From an optimization exercise on the open Yosys and OpenROAD flow, aimed at small area and a short achievable clock period; shortcuts taken in it are not production practice.
No activity file was given, so power comes from the tool's default toggle rates.

==> flow/design.v (excerpt) <==
module ModulatorFrontEnd(
	input SYMBOL_CLK,
	input RST,
	input [15:0] SUBCARRIER_INDEX,
	input [3:0] ALLOCATED_BIT_NUM,
	input [9:0] PARALLEL_BIT_IN,
	input PARALLEL_BIT_IN_VALID,
	output [27:0] DATA_OUT_RE,
	output [27:0] DATA_OUT_IM,
	output [15:0] DATA_OUT_INDEX,
	output DATA_OUT_VALID,
	output [27:0] DATA_OUT_RE_HER,
	output [27:0] DATA_OUT_IM_HER,
	output [15:0] DATA_OUT_INDEX_HER,
	output DATA_OUT_VALID_HER
);
reg [15:0] ix;
reg [3:0] nbx;
reg [9:2] bx;
reg vx;
always @(posedge SYMBOL_CLK) begin
	ix <= SUBCARRIER_INDEX;
	nbx <= ALLOCATED_BIT_NUM;
	bx <= PARALLEL_BIT_IN[9:2];
	vx <= PARALLEL_BIT_IN_VALID & ~RST;
end
wire [5:0] sl = ix[5:0];
wire en = ~|ix[15:6] & (sl[5] ? (sl[4] ? (sl[3] ? 1'b0 : (sl[2] ? 1'b0 : (sl[1] ? 1'b0 : 1'b1))) : 1'b1) : (sl[4] ? 1'b1 : (sl[3] ? 1'b1 : (sl[2] ? 1'b1 : (sl[1] ? (sl[0] ? 1'b1 : 1'b0) : 1'b0)))));
wire [3:0] nb = nbx;
wire [8:1] D;
assign D[1] = en & (nb == 4'd1);
assign D[2] = en & (nb == 4'd2);
assign D[3] = en & (nb == 4'd3);
assign D[4] = en & (nb == 4'd4);
assign D[5] = en & (nb == 4'd5);
assign D[6] = en & (nb == 4'd6);
assign D[7] = en & (nb == 4'd7);
assign D[8] = en & (nb == 4'd8);
wire s_re = ({1{D[1]}} & ~bx[9]) |
		({1{D[2]}} & ~bx[9]) |
  ...
For scale: roughly 180 I/O pins, about 5000 um2 of cells after synthesis.
clock: 4.5 ns
lec_check: 0
abc_area: 1
cap_margin: 20
core_margin: 2
core_utilization: 30
setup_slack_margin: 2.0
slew_margin: 20
tns_end_percent: 100
standard.sh (not shown) runs the stock make flow with config.mk's settings and CLKGATE_MAP_FILE= SYNTH_SCRIPT=/design/flow/synth_recipe.tcl, a recipe that flattens the netlist after the stock synthesis.
==> flow/flow/run.sh <==
#!/bin/bash
# Standard ORFS layout, with the port buffers made of buf_1 cells instead of
# the delay buffers buffer_ports picks by default.
set -euo pipefail
bash standard.sh BUFFER_PORTS_ARGS="-buffer_cell sky130_fd_sc_hd__buf_1" finish > standard.log 2>&1
==> next run, changes <==
- SETUP_SLACK_MARGIN: 2.0 -> default
- TNS_END_PERCENT: 100 -> default
Cell area went down by a few percent.
Combinational power barely changes.
Critical path depth rose by 4.
Global-route usage drops by 0.36 points.
Register-to-register slack is worse by 530 ps.
Count of clock-buffer cells in the layout stays the same.
==> next run, changes <==
- SETUP_SLACK_MARGIN: default -> 2.8
- TNS_END_PERCENT: default -> 100
After rerunning: The changed run finished clean; cell area went up by 30%; setup slack gets better by 900 ps; sequential share of layout area went down by 6.1 points; first-iteration DRC count went up by 51%; total power went up by 6.9%; sequential power went up by about 0.7%.
No run of this note included a check of the RTL's function; only the layout flow was run.

========
== P ==
ModulatorFrontEnd, a different RTL version from the one above (not shown whole).
Size: roughly 430 cells after synthesis, ~0.0035 mm^2 of cells after synthesis.
## ModulatorFrontEnd
module ModulatorFrontEnd(
	input SYMBOL_CLK,
	input RST,
	input [15:0] SUBCARRIER_INDEX,
	input [3:0] ALLOCATED_BIT_NUM,
	input [9:0] PARALLEL_BIT_IN,
	input PARALLEL_BIT_IN_VALID,
	output [27:0] DATA_OUT_RE,
	output [27:0] DATA_OUT_IM,
	output [15:0] DATA_OUT_INDEX,
	output DATA_OUT_VALID,
	output [27:0] DATA_OUT_RE_HER,
	output [27:0] DATA_OUT_IM_HER,
	output [15:0] DATA_OUT_INDEX_HER,
	output DATA_OUT_VALID_HER
);
export LEC_CHECK = 0
export CAP_MARGIN = 20
export CORE_MARGIN = 2
export CORE_UTILIZATION = 25
export GPL_TIMING_DRIVEN = 0
export SETUP_SLACK_MARGIN = 2.7
export SLEW_MARGIN = 20
export TNS_END_PERCENT = 100
create_clock -name core_clock -period 4.5 [get_ports {SYMBOL_CLK}]
==> flow/flow/run.sh <==
#!/bin/bash
# Own flow: synthesis with Yosys and the ABC script flow/synth.abc, then the standard flow's
# standard ORFS layout of that netlist. flow/tie_buffers.tcl replaces the
# flow's port buffering: buf_2 on each input, buf_1 on each output, and the
# constant outputs share one tie cell with a buf_1 of their own each (instead
# of a tie cell each). Timing repair only resizes gates and swaps pins
# (SETUP_MOVE_SEQUENCE), so a setup margin adds no buffers. Registers are
# named after the wires they drive, as the standard synthesis names them.
set -euo pipefail
W=$(pwd)
LIB=$FLOW_HOME/platforms/$FLOW_PLATFORM/lib/sky130_fd_sc_hd__tt_025C_1v80.lib
DU=$(cat "$W/flow/dont_use.txt" | sed "s/^/-dont_use /" | tr "\n" " ")
yosys -l "$W/own_synth.log" -p "read_verilog -defer $FLOW_DESIGN; hierarchy -top $FLOW_TOP; \
  synth -flatten -nofsm -noshare -top $FLOW_TOP; rename -wire; opt -purge; \
  dfflibmap -liberty $LIB $DU; opt; \
  abc -script $W/flow/synth.abc -liberty $LIB $DU; opt_clean -purge; \
  hilomap -singleton -hicell sky130_fd_sc_hd__conb_1 HI -locell sky130_fd_sc_hd__conb_1 LO; \
  splitnets; opt_clean -purge; rename -hide w:*\$func\$*; stat -liberty $LIB; \
  write_verilog -noattr -nohex -nodec $W/own_synth.v" > /dev/null
bash standard.sh SYNTH_NETLIST_FILES="$W/own_synth.v" \
  DONT_BUFFER_PORTS=1 \
  SETUP_MOVE_SEQUENCE=sizeup,swap SKIP_REPAIR_TIE_FANOUT=1 PRE_GLOBAL_PLACE_TCL="$W/flow/tie_buffers.tcl" \
  finish > "$W/standard.log" 2>&1
Other scripts of this flow, unchanged in this note and not shown: flow/flow/dont_use.txt, flow/flow/synth.abc, flow/flow/tie_buffers.tcl
Both conditions hold for P: the flow ran to the end and the final layout passed the timing, design-rule and antenna checks.
What Q does differently from P at the input level:
- changing SETUP_SLACK_MARGIN from 2.7 to 2.4
--- outcome ---
Looking only at global-route met2 utilization, and setting everything else aside, the higher value of P and Q goes to P. Maximum ir drop on the vdd rail: Q vs P up about 10%. Summary — area taken by flip-flops and latches, Q relative to P: lower, by 0.64%. P → Q: area added between synthesis and finish fell 10 points, count of endpoints failing hold in the final timing report about even, utilization after layout fell 2.6 points, routed wire length fell 420 um, proportion of cell area occupied by registers rose 2.2 points.
No functional check of the RTL was part of any run of this note.

## static timing again, ports no longer ideal
In the flow no input, the clock included, has a driving cell. The finished layouts below were timed again as built, in two steps. Step 1, drivers: a clkbuf_16 drives SYMBOL_CLK and a buf_2 each remaining input, both assumed. Step 2 moves the port delays by t, midway between the first and last clock arrival at a register: inputs arrive t later, outputs are due t later. That takes back most of the time a late clock gives input paths. a / b / c = ideal / step 1 / step 2; a / b = the first two.
run	t, ns	slack for setup (ns)	clock arrival spread, ns	pins driven straight from the clock port
the first run of note 1	0.380	2.214 / 2.214 / 2.214	0.009 / 0.010	1
the second run of note 1	0.380	1.680 / 1.680 / 1.680	0.009 / 0.010	1
the third run of note 1	0.390	2.578 / 2.578 / 2.578	0.007 / 0.007	1
P	0.378	2.315 / 2.315 / 2.315	0.010 / 0.010	1
Q	0.380	2.413 / 2.413 / 2.413	0.009 / 0.009	1
After both steps setup and hold are still met in every run listed.
